This design comes from an exercise in tuning for small area on the open sky130 flow, not from production work.
In this exercise RTL edits were held to simulation tests only and were not proved equivalent to the original.
No activity file was given, so power comes from the tool's default toggle rates.

// testpattern
module testpattern
(
    input              I_pxl_clk   , 
    input              I_rst_n     , 
    input      [2:0]   I_mode      , 
    input      [15:0]  I_sqr_width ,
    input      [7:0]   I_single_r  ,
    input      [7:0]   I_single_g  ,
    input      [7:0]   I_single_b  ,
    input      [15:0]  I_h_total   , 
    input      [15:0]  I_h_sync    , 
    input      [15:0]  I_h_bporch  , 
    input      [15:0]  I_h_res     , 
    input      [15:0]  I_v_total   , 
    input      [15:0]  I_v_sync    , 
    input      [15:0]  I_v_bporch  , 
    input      [15:0]  I_v_res     , 
    input              I_hs_pol    , 
    input              I_vs_pol    , 
    output reg         O_de        ,
    output reg         O_hs        ,
    output reg         O_vs        ,
    output     [7:0]   O_data_r    ,
    output     [7:0]   O_data_g    ,
    output     [7:0]   O_data_b
);
Size: about 910 cells after synthesis, roughly 150 flip-flops.
Settings: LEC_CHECK=0, CAP_MARGIN=20, CORE_MARGIN=2, CORE_UTILIZATION=40, SLEW_MARGIN=20; clock period 10.0 ns.
standard.sh (not shown) runs the stock make flow with config.mk's settings and CLKGATE_MAP_FILE= SYNTH_SCRIPT=/design/flow/synth_recipe.tcl, a recipe that flattens the netlist after the stock synthesis.
==> flow/flow/run.sh <==
#!/bin/bash
# Standard ORFS layout (standard.sh) with three changes:
#  - synthesis maps logic with an area-oriented ABC script (flow/synth.tcl);
#  - ports get the smallest buffer (buf_1);
#  - clock tree: clkbuf_16 root, clkbuf_8 elsewhere.
# Make's full output goes to flow_make.log here; ORFS keeps each step's log
# under orfs/logs/.
set -euo pipefail
here=$(pwd)
export MY_ABC_SCRIPT=$here/flow/abc_area.script
bash standard.sh "SYNTH_SCRIPT=$here/flow/synth.tcl" \
  "BUFFER_PORTS_ARGS=-buffer_cell sky130_fd_sc_hd__buf_1" \
  "CTS_ARGS=-sink_clustering_enable -repair_clock_nets -root_buf sky130_fd_sc_hd__clkbuf_16 -buf_list sky130_fd_sc_hd__clkbuf_8" \
  finish > flow_make.log 2>&1
==> flow/flow/abc_area.script <==
&get -n
&st
&dc2
&dch -f
&nf -R 2000 -a
&put
==> flow/flow/synth.tcl <==
# The standard synthesis script (synth_recipe.tcl), with one change: Yosys's
# abc mapping step runs an area-oriented ABC script (flow/abc_area.script)
# instead of ORFS's speed script. Everything before it (and so every
# register) is unchanged.
proc synth {args} { yosys synth -nofsm -noshare {*}$args }
proc abc {args} {
  set i [lsearch $args -script]
  set args [lreplace $args [expr {$i+1}] [expr {$i+1}] $::env(MY_ABC_SCRIPT)]
  yosys abc {*}$args
}
source $::env(SCRIPTS_DIR)/synth.tcl
# left out here: clear keep_hierarchy, flatten, clean up, hide names made inside functions, write 1_2_yosys.v
The baseline completed with no timing, DRC or antenna violations.
Then changed:
--- a/flow/flow/run.sh
+++ b/flow/flow/run.sh
@@ -4,3 +4,3 @@
 #  - ports get the smallest buffer (buf_1);
-#  - clock tree: clkbuf_16 root, clkbuf_8 elsewhere.
+#  - clock tree: clkbuf_16 root, clkbuf_8 elsewhere, no dummy loads.
 # Make's full output goes to flow_make.log here; ORFS keeps each step's log
@@ -12,3 +12,3 @@
   "BUFFER_PORTS_ARGS=-buffer_cell sky130_fd_sc_hd__buf_1" \
-  "CTS_ARGS=-sink_clustering_enable -repair_clock_nets -root_buf sky130_fd_sc_hd__clkbuf_16 -buf_list sky130_fd_sc_hd__clkbuf_8" \
+  "CTS_ARGS=-sink_clustering_enable -repair_clock_nets -dont_use_dummy_load -root_buf sky130_fd_sc_hd__clkbuf_16 -buf_list sky130_fd_sc_hd__clkbuf_8" \
   finish > flow_make.log 2>&1
After rerunning: Utilization fell by 0.93 points. Via count stays flat. Non-clock buffer count is unchanged. Cell area goes down by 1.9%. Worst setup slack gets worse by 64 ps. Routed wire length went down by about 0.6%. Final cell count goes down by 1.1%. Total power drops by 9.9%. Hold slack got worse by 9.4 ps. First-iteration DRC count is higher by 15%.
Then changed:
==> flow/flow/run.sh (replaced) <==
#!/bin/bash
# Standard ORFS layout (standard.sh) with two changes:
#  - synthesis maps logic with an area-oriented ABC script (flow/synth.tcl);
#  - ports get the smallest buffer (buf_1).
# Make's full output goes to flow_make.log here; ORFS keeps each step's log
# under orfs/logs/.
set -euo pipefail
here=$(pwd)
export MY_ABC_SCRIPT=$here/flow/abc_area.script
bash standard.sh "SYNTH_SCRIPT=$here/flow/synth.tcl" \
  "BUFFER_PORTS_ARGS=-buffer_cell sky130_fd_sc_hd__buf_1" finish > flow_make.log 2>&1
After rerunning: Total power rose by 22%; first-iteration DRC count fell by 16%; sequential power barely changes; hold slack improved by 5.6 ps; synthesized cell count is unchanged; die area stays the same; wire length rose by 0.92%; non-clock buffer count does not change; via count rose by 0.81%.

* * *

testpattern, a different RTL version from the one above (not shown whole).
Size in the first run: about 1,300 cells after synthesis, ~150 flip-flops, roughly 200 I/O pins, ~11,000 sq um of cells after synthesis.
Settings: LEC_CHECK=0, CAP_MARGIN=20, CORE_MARGIN=2, CORE_UTILIZATION=40, SLEW_MARGIN=20; clock period 10.0 ns.
run.sh (not shown) runs the stock make flow with config.mk's settings and CLKGATE_MAP_FILE= SYNTH_SCRIPT=/design/flow/synth_recipe.tcl, a recipe that flattens the netlist after the stock synthesis.
Stock flow here: none of the scripts above is used.
The first run produced a clean layout.
Edit:
==> flow/flow/run.sh (new file) <==
#!/bin/bash
# Standard ORFS layout, with the smallest buffer (buf_1) on the ports instead
# of the default port buffer. Make's full output goes to flow_make.log here;
# ORFS also keeps each step's log under orfs/logs/.
set -euo pipefail
bash standard.sh "BUFFER_PORTS_ARGS=-buffer_cell sky130_fd_sc_hd__buf_1" finish > flow_make.log 2>&1
==> flow/standard.sh (new file) <==
#!/bin/bash
# synth_recipe.tcl (not shown) runs the flow's synth.tcl, then flattens the netlist and writes it again
# the make line also repeats each setting of config.mk as NAME=value (left out here)
make -C /OpenROAD-flow-scripts/flow DESIGN_CONFIG=/design/flow/config.mk WORK_HOME=/design/flow/orfs CLKGATE_MAP_FILE= SYNTH_SCRIPT=/design/flow/synth_recipe.tcl "${@:-finish}"
removed: flow/run.sh
What happened: Synthesized area does not change; clock skew hardly moves; total power shrinks by 2.7%; critical path depth stays the same; sequential power barely changes.

* * *

run A:
The RTL this note starts from:
==> flow/design.v <==
module testpattern
(
    input              I_pxl_clk   , 
    input              I_rst_n     , 
    input      [2:0]   I_mode      , 
    input      [15:0]  I_sqr_width ,
    input      [7:0]   I_single_r  ,
    input      [7:0]   I_single_g  ,
    input      [7:0]   I_single_b  ,
    input      [15:0]  I_h_total   , 
    input      [15:0]  I_h_sync    , 
    input      [15:0]  I_h_bporch  , 
    input      [15:0]  I_h_res     , 
    input      [15:0]  I_v_total   , 
    input      [15:0]  I_v_sync    , 
    input      [15:0]  I_v_bporch  , 
    input      [15:0]  I_v_res     , 
    input              I_hs_pol    , 
    input              I_vs_pol    , 
    output reg         O_de        ,
    output reg         O_hs        ,
    output reg         O_vs        ,
    output     [7:0]   O_data_r    ,
    output     [7:0]   O_data_g    ,
    output     [7:0]   O_data_b
);
reg           pre;       
reg           hs_a;      
reg           hbp;       
reg           hact;      
reg           vs_a;      
reg           vbp;       
reg           vact;      
reg  [15:0]   H_cnt;     
reg  [15:0]   C_cnt;     
reg  [15:0]   V_cnt;     
reg  [15:0]   B_cnt;     
reg  [15:0]   Cv_cnt;    
reg  [15:0]   A_cnt;     
reg  [12:0]   U_cnt;     
reg  [3:0]    K_cnt;     
reg           K_ch;
reg           Sqr_h;
reg           Sqr_v;
reg  [23:0]   Data_tmp;
wire        H_end    = (H_cnt == 16'hFFFE);
wire        C_end    = (C_cnt == 16'hFFFE);
wire        start    = pre & (H_cnt[1:0] == 2'd3);
wire        line_end = ~pre & H_end;
wire        hs_end   = hs_a & C_end;
wire        bp_zero  = (I_h_bporch == 16'd0);
wire        hbp_end  = hbp & C_end;
wire        act_start= (hs_end & bp_zero) | hbp_end;
wire        de       = hact & vact;
wire [8:0]  A_lo_inc = A_cnt[7:0] + de;
wire [15:0] A_inc    = {A_cnt[15:8] + A_lo_inc[8], A_lo_inc[7:0]};
wire        act_last = hact & (A_inc == I_h_res);
wire        hact_n   = act_start | (hact & ~act_last & ~line_end);
wire        V_end    = (V_cnt == 16'hFFFE);
wire        B_end    = (B_cnt == 16'hFFFE);
wire        frame_end= line_end & V_end;
wire        vs_end   = line_end & vs_a & B_end;
wire        vbp_zero = (I_v_bporch == 16'd0);
wire        vbp_end  = line_end & vbp & B_end;
wire        vact_start = (vs_end & vbp_zero) | vbp_end;
wire        vact_end = line_end & vact & B_end;
wire        vact_n   = vact_start | (vact & ~vact_end);
wire        de_n     = hact_n & vact_n;
wire        de_start = act_start & vact;
wire        de_fall  = de & ~de_n;
always @(posedge I_pxl_clk or negedge I_rst_n)
begin
    if (!I_rst_n) begin
        pre  <= 1'b1;
        hs_a <= 1'b0;
        hbp  <= 1'b0;
        hact <= 1'b0;
        vs_a <= 1'b0;
        vbp  <= 1'b0;
        vact <= 1'b0;
        H_cnt[1:0] <= 2'd0;
    end else begin
        pre  <= pre & ~start;
        hs_a <= start | line_end | (hs_a & ~hs_end);
        hbp  <= (hs_end & ~bp_zero) | (hbp & ~hbp_end);
        hact <= hact_n;
        vs_a <= start | frame_end | (vs_a & ~vs_end);
        vbp  <= (vs_end & ~vbp_zero) | (vbp & ~vbp_end);
        vact <= vact_n;
        H_cnt[1:0] <= (start | line_end) ? ~I_h_total[1:0] : H_cnt[1:0] + 1'b1;
    end
end
wire [15:0] H_inc = H_cnt + 1'b1;
always @(posedge I_pxl_clk)
begin
    H_cnt[15:2] <= (start | line_end) ? ~I_h_total[15:2] : H_inc[15:2];
    if (start | line_end)
        C_cnt <= ~I_h_sync;
    else if (hs_end & ~bp_zero)
        C_cnt <= ~I_h_bporch;
    else if (act_start | (hact & C_end))
        C_cnt <= ~I_sqr_width;
    else
        C_cnt <= C_cnt + 1'b1;
    V_cnt <= (start | frame_end) ? ~I_v_total : V_cnt + line_end;
    if (start | frame_end)
        B_cnt <= ~I_v_sync;
    else if (vs_end & ~vbp_zero)
        B_cnt <= ~I_v_bporch;
    else if (vact_start)
        B_cnt <= ~I_v_res;
    else
        B_cnt <= B_cnt + line_end;
end
always @(posedge I_pxl_clk or negedge I_rst_n)
begin
    if (!I_rst_n)
        A_cnt[7:0] <= 8'd0;
    else if (de_start)
        A_cnt[7:0] <= 8'd0;
    else
        A_cnt[7:0] <= A_inc[7:0];
end
always @(posedge I_pxl_clk)
begin
    if (de_start)
        A_cnt[15:8] <= 8'd0;
    else
        A_cnt[15:8] <= A_inc[15:8];
end
wire        sqr_h_hit = de & C_end;
wire        sqr_v_hit = de_fall & (Cv_cnt == 16'hFFFE);
always @(posedge I_pxl_clk)
begin
    Sqr_h  <= act_start ? 1'b0 : (Sqr_h ^ sqr_h_hit);
    Cv_cnt <= (vs_end | sqr_v_hit) ? ~I_sqr_width : Cv_cnt + de_fall;
    Sqr_v  <= vs_end ? 1'b0 : (Sqr_v ^ sqr_v_hit);
end
wire [12:0] bar_w  = I_h_res[15:3];
wire        U_wrap = (U_cnt == 13'h1FFE);
wire        w_one  = (bar_w == 13'd1);
wire [2:0]  res_r  = I_h_res[2:0];
reg         w_div;
always @(*) begin
    w_div = 1'b0;
    if (I_h_res[15:7] == 9'd0)
        case (I_h_res[6:3])
            4'd2: w_div = res_r[0];
            4'd3: w_div = (res_r == 3'd2) | (res_r == 3'd5);
            4'd4: w_div = (res_r[1:0] == 2'd3);
            4'd5: w_div = (res_r == 3'd4);
            4'd6: w_div = (res_r == 3'd5);
            4'd7: w_div = (res_r == 3'd6);
            4'd8: w_div = (res_r == 3'd7);
            default: w_div = 1'b0;
        endcase
end
wire        K_t0   = O_de ? (w_one ? K_ch : w_div) : (w_one & ~A_cnt[3]);
wire        k_inc  = de_start ? K_t0 :
                     de & (w_one ? (K_ch | ~O_de) : (U_wrap & ~K_ch));
always @(posedge I_pxl_clk)
begin
    U_cnt <= (act_start | U_wrap) ? ~bar_w : U_cnt + 1'b1;
    K_cnt <= de_n ? (K_cnt + k_inc) : 4'd0;
    K_ch  <= de_start ? K_t0 : (K_ch & ~(de & U_wrap & ~w_one));
end
wire        net  = de & ((A_cnt[4:0] == 5'd0) | act_last | (B_cnt[4:0] == ~I_v_res[4:0]) | B_end);
wire        sqr  = de & (Sqr_h == Sqr_v);
wire        cb_r = de & ~K_cnt[3] & ~K_cnt[1];
wire        cb_g = de & ~K_cnt[3] & ~K_cnt[2];
wire        cb_b = de & ~K_cnt[3] & ~K_cnt[0];
wire        m_bar  = (I_mode == 3'b000);
wire        m_net  = (I_mode == 3'b001);
wire        m_gray = (I_mode == 3'b010);
wire        m_sqr  = (I_mode == 3'b011);
wire        m_one  = (I_mode == 3'b111);
wire        m_blue = I_mode[2] & ~m_one;
wire        r_c = (m_bar & cb_r) | (m_net & net) | (m_sqr & sqr);
wire        g_c = (m_bar & cb_g) | (m_sqr & sqr);
wire        b_c = (m_bar & cb_b) | (m_sqr & sqr) | m_blue;
wire [7:0]  gray = A_cnt[7:0];
always @(posedge I_pxl_clk or negedge I_rst_n)
begin
    if (!I_rst_n) begin
        O_de     <= 1'b0;
        O_hs     <= 1'b1;
        O_vs     <= 1'b1;
        Data_tmp <= 24'd0;
    end else begin
        O_de     <= de;
        O_hs     <= I_hs_pol ? hs_a : ~hs_a;
        O_vs     <= I_vs_pol ? vs_a : ~vs_a;
        Data_tmp <= {{8{b_c}} | ({8{m_gray}} & gray) | ({8{m_one}} & I_single_b),
                     {8{g_c}} | ({8{m_gray}} & gray) | ({8{m_one}} & I_single_g),
                     {8{r_c}} | ({8{m_gray}} & gray) | ({8{m_one}} & I_single_r)};
    end
end
assign O_data_r = Data_tmp[ 7: 0];
assign O_data_g = Data_tmp[15: 8];
assign O_data_b = Data_tmp[23:16];
endmodule
Settings: LEC_CHECK=0, CAP_MARGIN=20, CORE_MARGIN=2, CORE_UTILIZATION=40, SLEW_MARGIN=20; clock period 10.0 ns.
standard.sh (not shown) runs the stock make flow with config.mk's settings and CLKGATE_MAP_FILE= SYNTH_SCRIPT=/design/flow/synth_recipe.tcl, a recipe that flattens the netlist after the stock synthesis.
==> flow/flow/run.sh <==
#!/bin/bash
# Standard ORFS layout (standard.sh) with these changes:
#  - synthesis: no hard half/full-adder cells (ADDER_MAP_FILE empty), and
#    logic mapped with an area-oriented ABC script (flow/synth.tcl,
#    flow/abc_area.script); registers are the standard synthesis's;
#  - ports get the smallest buffer (buf_1);
#  - clock tree: clkbuf_16 root, clkbuf_8 elsewhere, no dummy loads.
# Make's full output goes to flow_make.log here; ORFS keeps each step's log
# under orfs/logs/.
set -euo pipefail
here=$(pwd)
export MY_ABC_SCRIPT=$here/flow/abc_area.script
bash standard.sh "SYNTH_SCRIPT=$here/flow/synth.tcl" "ADDER_MAP_FILE=" \
  "BUFFER_PORTS_ARGS=-buffer_cell sky130_fd_sc_hd__buf_1" \
  "CTS_ARGS=-sink_clustering_enable -repair_clock_nets -dont_use_dummy_load -root_buf sky130_fd_sc_hd__clkbuf_16 -buf_list sky130_fd_sc_hd__clkbuf_8" \
  finish > flow_make.log 2>&1
==> flow/flow/abc_area.script <==
&get -n
&st
&dc2
&dch -f
&nf -R 2000 -a
&st
&dc2
&dch -f
&nf -R 2000 -a
&put
Scripts as last shown in full above: flow/flow/synth.tcl
Run A completed; timing, DRC and antenna clean
> inputs changed (run A -> run B)
-- flow/flow/run.sh --
<<< run A, line 2
# Standard ORFS layout (standard.sh) with these changes:
#  - synthesis: no hard half/full-adder cells (ADDER_MAP_FILE empty), and
#    logic mapped with an area-oriented ABC script (flow/synth.tcl,
#    flow/abc_area.script); registers are the standard synthesis's;
>>> run B, line 2
# Standard ORFS layout (standard.sh) with three changes:
#  - synthesis maps logic with an area-oriented ABC script (flow/synth.tcl);
<<< run A, line 13
bash standard.sh "SYNTH_SCRIPT=$here/flow/synth.tcl" "ADDER_MAP_FILE=" \
>>> run B, line 11
bash standard.sh "SYNTH_SCRIPT=$here/flow/synth.tcl" \
==> flow/flow/abc_area.script <==
&get -n
&st
&dc2
&dch -f
&nf -R 2000 -a
&put
Findings:
- Timing, DRC, antenna: 0 failures across run B and run A
- Of run B and run A, the run reporting the higher number of non-filler instances in the completed layout was run B.
- Of run B and run A, run A shows the lower instance count of the mapped netlist, with run B above it.
- Sequential share of layout area | run B below run A
- The higher switching component of the power of run B and run A is in run B.
- Run B: global-route usage is 0.53 points higher than what run A reported.
- Looking at critical-path cell with the highest stage delay, the sky130_fd_sc_hd__nor4_1 result is from run B; the sky130_fd_sc_hd__a2111oi_0 one comes from run A.
- Compared to run A, run B was floorplanned on a bigger die.
- Diff run A -> run B: clock power went up by about 2%; initial standard-cell utilization of the core went down by 0.39 points; area after synthesis went up by about 6%.
> inputs changed (run B -> run C)
# run B
export LEC_CHECK = 0
export CAP_MARGIN = 20
export CORE_MARGIN = 2
export CORE_UTILIZATION = 40
export SLEW_MARGIN = 20
create_clock -name core_clock -period 10.0 [get_ports {I_pxl_clk}]
# run C
export LEC_CHECK = 0
export CAP_MARGIN = 20
export CORE_MARGIN = 2
export CORE_UTILIZATION = 55
export SLEW_MARGIN = 20
create_clock -name core_clock -period 10.0 [get_ports {I_pxl_clk}]
==> flow/flow/run.sh <==
#!/bin/bash
# Standard ORFS layout (standard.sh) with these changes:
#  - synthesis: no hard half/full-adder cells (ADDER_MAP_FILE empty), and
#    logic mapped with an area-oriented ABC script (flow/synth.tcl,
#    flow/abc_area.script); registers are the standard synthesis's;
#  - ports get the smallest buffer (buf_1);
#  - clock tree: clkbuf_8 root, clkbuf_4 or clkbuf_8 elsewhere, no dummy loads.
# Make's full output goes to flow_make.log here; ORFS keeps each step's log
# under orfs/logs/.
set -euo pipefail
here=$(pwd)
export MY_ABC_SCRIPT=$here/flow/abc_area.script
bash standard.sh "SYNTH_SCRIPT=$here/flow/synth.tcl" "ADDER_MAP_FILE=" \
  "BUFFER_PORTS_ARGS=-buffer_cell sky130_fd_sc_hd__buf_1" \
  "CTS_ARGS=-sink_clustering_enable -repair_clock_nets -dont_use_dummy_load -root_buf sky130_fd_sc_hd__clkbuf_8 -buf_list sky130_fd_sc_hd__clkbuf_4 sky130_fd_sc_hd__clkbuf_8" \
  finish > flow_make.log 2>&1
-- flow/flow/abc_area.script --
<<< run B, line 6
>>> run C, line 6
&st
&dc2
&dch -f
&nf -R 2000 -a
### Flow results
Run C did not finish; the tool stopped in 4_1_cts with error STA-0564. Run B has lower portion of the post-synthesis area used by sequential elements than run C. Run C ended with less mean cell area of the mapped netlist than run B. As of run C, routability congestion estimate had risen by a little under 10% compared to run B.
Here is what was changed in the inputs of run D compared with run C.
# run C
export LEC_CHECK = 0
export CAP_MARGIN = 20
export CORE_MARGIN = 2
export CORE_UTILIZATION = 55
export SLEW_MARGIN = 20
create_clock -name core_clock -period 10.0 [get_ports {I_pxl_clk}]
# run D
export LEC_CHECK = 0
export CAP_MARGIN = 20
export CORE_MARGIN = 2
export CORE_UTILIZATION = 65
export PLACE_DENSITY = 0.75
export SLEW_MARGIN = 20
create_clock -name core_clock -period 10.0 [get_ports {I_pxl_clk}]
-- flow/flow/run.sh --
<<< run C, line 7
#  - clock tree: clkbuf_8 root, clkbuf_4 or clkbuf_8 elsewhere, no dummy loads.
>>> run D, line 7
#  - clock tree: clkbuf_4 throughout, no dummy loads.
<<< run C, line 15
  "CTS_ARGS=-sink_clustering_enable -repair_clock_nets -dont_use_dummy_load -root_buf sky130_fd_sc_hd__clkbuf_8 -buf_list sky130_fd_sc_hd__clkbuf_4 sky130_fd_sc_hd__clkbuf_8" \
>>> run D, line 15
  "CTS_ARGS=-sink_clustering_enable -repair_clock_nets -dont_use_dummy_load -root_buf sky130_fd_sc_hd__clkbuf_4 -buf_list sky130_fd_sc_hd__clkbuf_4" \
### Flow results
- The flow did not stop early for run D: all stages ran, and the layout cleared the timing, design-rule and antenna checks.
- Number of buffer cells added on primary ports came out exactly the same in run D and run C.
- Run D: chip width about 8% below run C
- In the reports for run D and run C, the larger die extent in y belongs to run C.
- Run C -> run D: synthesized area delta 0, exact match

-- re-timing with driven ports --
The flow's constraints put no driver on any port. The routed layouts listed below were extracted and timed again, unchanged, in two steps.
Step 1: set_driving_cell puts a clkbuf_16 on I_pxl_clk and a buf_2 on each other input, an assumption about the parent block.
Step 2, shift: input delay + t, output delay - t, t = (earliest + latest rising clock arrival at the registers) / 2. This alone moves slack from input paths to output paths.
a / b / c = no drivers / after step 1 / after step 2; a / b = the first two.
| run | t, ns | setup WS [ns] | worst data-port slew with drivers (ns) | pins driven straight from the clock port |
|---|---|---|---|---|
| the first run of note 1 | 0.421 | 4.824 / 4.824 / 4.439 | 0.07 | 1 |
| the second run of note 1 | 0.406 | 4.759 / 4.784 / 4.377 | 0.07 | 1 |
| the third run of note 1 | 0.468 | 4.809 / 4.809 / 4.376 | 0.07 | 1 |
| the first run of note 2 | 0.472 | 0.588 / 0.610 / 0.138 | 0.06 | 1 |
| the second run of note 2 | 0.468 | 0.733 / 0.757 / 0.289 | 0.05 | 1 |
| run A | 0.406 | 4.281 / 4.303 / 3.897 | 0.06 | 1 |
| run B | 0.404 | 4.573 / 4.573 / 4.303 | 0.05 | 1 |
| run D | 0.566 | 4.482 / 4.495 / 3.929 | 0.06 | 1 |
After both steps every run listed still meets setup and hold. For run D, which loses most, drivers alone change the setup slack by +0.013 ns; drivers and shift together by -0.553 ns.
